Background: an optimization exercise with open tools, aiming at small area. Do not read the settings as production practice. Function was checked by simulation only, so behaviour that the tests miss may differ from the original. Power is estimated from default activity; no workload was simulated.

Design maquina_estados, start of the top module:
module maquina_estados(
	input clk,
	input rst,
	input arriba,
	input abajo,
	input izquierda,
	input derecha,
	input pausa,
	output hsync,
	output vsync,
	output [2:0] RED,
	output [2:0] GREEN,
	output [1:0] BLUE
	);
Size in the first run: roughly 1300 cells after synthesis, roughly 310 flip-flops, ~17 I/O pins, ~0.012 mm2 of cells after synthesis.
==> flow/config.mk <==
export PLATFORM = sky130hd
export DESIGN_NAME = maquina_estados
export DESIGN_NICKNAME = maquina_estados
export VERILOG_FILES = /design/flow/design.v
export SDC_FILE = /design/flow/constraint.sdc
export NUM_CORES = 8
export LEC_CHECK = 0
export CAP_MARGIN = 20
export CORE_MARGIN = 2
export CORE_UTILIZATION = 70
export GPL_ROUTABILITY_DRIVEN = 1
export PLACE_DENSITY = 0.75
export SLEW_MARGIN = 20
==> flow/constraint.sdc <==
create_clock -name core_clock -period 12.0 [get_ports {clk}]
set_input_delay 2.4000 -clock core_clock [delete_from_list [all_inputs] [get_ports {clk}]]
set_output_delay 2.4000 -clock core_clock [all_outputs]
set_load 0.01 [all_outputs]
standard.sh (not shown) runs the stock make flow with config.mk's settings and CLKGATE_MAP_FILE= SYNTH_SCRIPT=/design/flow/synth_recipe.tcl, a recipe that flattens the netlist after the stock synthesis.
==> flow/flow/run.sh <==
#!/bin/bash
# Layout flow: the standard flow (standard.sh) with three changes:
#  - synthesis maps the combinational logic with an area-oriented ABC script
#    (flow/abc_area.script) in place of ORFS's abc_speed.script; registers, synthesis
#    passes, flattening and renaming stay the standard ones (same synth_recipe.tcl);
#  - clock tree synthesis runs without dummy loads (flow/cts_args);
#  - every input and output port still gets its buffer, a buf_1 (flow/port_args).
# Each step's output goes to its own log in this folder (synth.log, layout.log).
set -euo pipefail
here=$(pwd)
rm -rf "$here/scripts_area"
cp -r "$FLOW_HOME/scripts" "$here/scripts_area"
cp "$here/flow/abc_area.script" "$here/scripts_area/abc_speed.script"
cts=$(tr '\n' ' ' < "$here/flow/cts_args")
ports=$(tr '\n' ' ' < "$here/flow/port_args")
sed "s#^make -C #make SCRIPTS_DIR=$here/scripts_area CTS_ARGS='$cts' BUFFER_PORTS_ARGS='$ports' -C #" standard.sh > std_mod.sh
grep -q "SCRIPTS_DIR=$here/scripts_area CTS_ARGS=" std_mod.sh
bash std_mod.sh synth > synth.log 2>&1
bash std_mod.sh > layout.log 2>&1
==> flow/flow/abc_area.script <==
&get -n
&st
&deepsyn -T 60
&dch -f
&nf -a -R 1000
&put
topo
stime -c
dnsize -c
==> flow/flow/cts_args <==
-sink_clustering_enable -repair_clock_nets -dont_use_dummy_load -sink_clustering_size 10 -sink_clustering_max_diameter 40 -buf_list sky130_fd_sc_hd__clkbuf_4
==> flow/flow/port_args <==
-buffer_cell sky130_fd_sc_hd__buf_1
Edit:
--- a/flow/design.v
+++ b/flow/design.v
@@ -142,25 +142,26 @@
 	reg [5:0] nl;          
 	reg [5:0] kc;          
 	reg pdrop, ppush;      
 	reg [3:0] ll;          
 	reg corner;            
 	reg hit;               
 	reg [6:0] ax;
 	reg [5:0] ay;
 	reg [159:0] ring;
 	reg a0, a1, d0, d1, dp;   
 	wire domove = mover & (mode == 2'd1);
-	wire [1:0] sd = mover ? dir : ndir;
-	wire [6:0] nhx = hx + ((sd == 2'd3) ? 7'd1 : (sd == 2'd2) ? 7'h7f : 7'd0);
-	wire [5:0] nhy = hy + ((sd == 2'd1) ? 6'd1 : (sd == 2'd0) ? 6'h3f : 6'd0);
+	wire [6:0] hxp = hx + 7'd1, hxm = hx - 7'd1;
+	wire [5:0] hyp = hy + 6'd1, hym = hy - 6'd1;
+	wire [6:0] nhx = (dir == 2'd3) ? hxp : (dir == 2'd2) ? hxm : hx;
+	wire [5:0] nhy = (dir == 2'd1) ? hyp : (dir == 2'd0) ? hym : hy;
 	wire outb = (dir == 2'd0 && hy == 6'd0) || (dir == 2'd1 && hy == 6'd59) ||
 	            (dir == 2'd2 && hx == 7'd0) || (dir == 2'd3 && hx == 7'd79);
 	wire eat = (hx == fx) && (hy == fy);
 	wire rev = tv && (ll[1:0] == 2'd0) && (dir == {ll[3], ~ll[2]});
 	wire coll = hit | (rev & ((nl != 6'd0) | eat)) | outb;
 	wire hz = (hx == 7'd0) && (hy == 6'd0);
 	wire tz = (tx == 7'd0) && (ty == 6'd0);
 	wire [1:0] rel = (dir == ll[3:2]) ? 2'd1 :
 	                 (~ll[3] ? (dir == 2'd2 ? 2'd2 : 2'd3) : (dir == 2'd0 ? 2'd2 : 2'd3));
 	wire [3:0] lr = ring[159:156];
 	wire wr;
@@ -171,23 +172,25 @@
 	wire [5:0] ayi = k0 ? ty : ay;
 	wire vert = ~lk[3];
 	wire two = (lk[1:0] == 2'd1);
 	wire [6:0] ddx = vert ? ((lk[1:0] == 2'd2) ? 7'h7f : (lk[1:0] == 2'd3) ? 7'd1 : 7'd0)
 	                      : (lk[2] ? (two ? 7'd2 : 7'd1) : (two ? 7'h7e : 7'h7f));
 	wire [5:0] ddy = ~vert ? ((lk[1:0] == 2'd2) ? 6'h3f : (lk[1:0] == 2'd3) ? 6'd1 : 6'd0)
 	                       : (lk[2] ? (two ? 6'd2 : 6'd1) : (two ? 6'h3e : 6'h3f));
 	wire [6:0] ex = axi + ddx;
 	wire [5:0] ey = ayi + ddy;
 	wire resolve = pdrop & k0;
 	assign wr = ppush & (kc == nl);
-	wire pnhit = valid && (axi == nhx) && (ayi == nhy);
+	wire [6:0] pnx = (ndir == 2'd3) ? hxp : (ndir == 2'd2) ? hxm : hx;
+	wire [5:0] pny = (ndir == 2'd1) ? hyp : (ndir == 2'd0) ? hym : hy;
+	wire pnhit = valid && (axi == pnx) && (ayi == pny);
 	wire ym = (ey == vq[5:0]) || ((vr == 4'd0) && ey == vqm1[5:0]);
 	wire [5:0] tpair = pq[6:1] + 6'd1;
 	wire mp = valid & ym & (ex[6:1] == tpair);
 	wire m0 = mp & ~ex[0];
 	wire m1 = mp & ex[0];
 	wire shift = pix_en & (pr == 4'd9) & pq[0];
 	wire push = domove & ~coll & (eat ? (~tv | (nl != 6'd40)) : tv);
 	wire ph = push & hrow;
 	wire hxa = (hx[6:1] == tpair);
 	wire pd0 = ph & hxe & ~hx[0];
 	wire pd1 = ph & hxe & hx[0];
The changed run finished with timing, DRC and antenna clean.
Design area stays flat.
Area after synthesis stays flat.
Maximum frequency is lower by 7.5%.
Global-route usage is higher by 0.73 points.
Via count is higher by 4.1%.
Die area stays flat.
Utilization stays flat.
Worst setup slack got worse by 450 ps.
Clock power is about the same.
Total power is higher by 0.83%.

static timing again, ports no longer ideal:
In the flow no input, the clock included, has a driving cell. The finished layouts below were timed again as built, in two steps.
Step 1 sets driving cells, clkbuf_16 on the clock port and buf_2 on the other inputs (assumed; they add their load-dependent delay and slew).
Step 2 also shifts input and output timing later by t, the mid clock arrival at the registers, as if the neighbouring blocks saw the same clock.
Three values: ideal, step 1, step 2; two values: the first two.
run	t (ns)	setup WS [ns]	latest minus earliest clock arrival (ns)
the first run	0.655	6.422 / 6.422 / 6.422	0.062 / 0.061
the second run	0.666	5.971 / 5.971 / 5.971	0.075 / 0.075
After both steps every run listed still meets setup and hold.
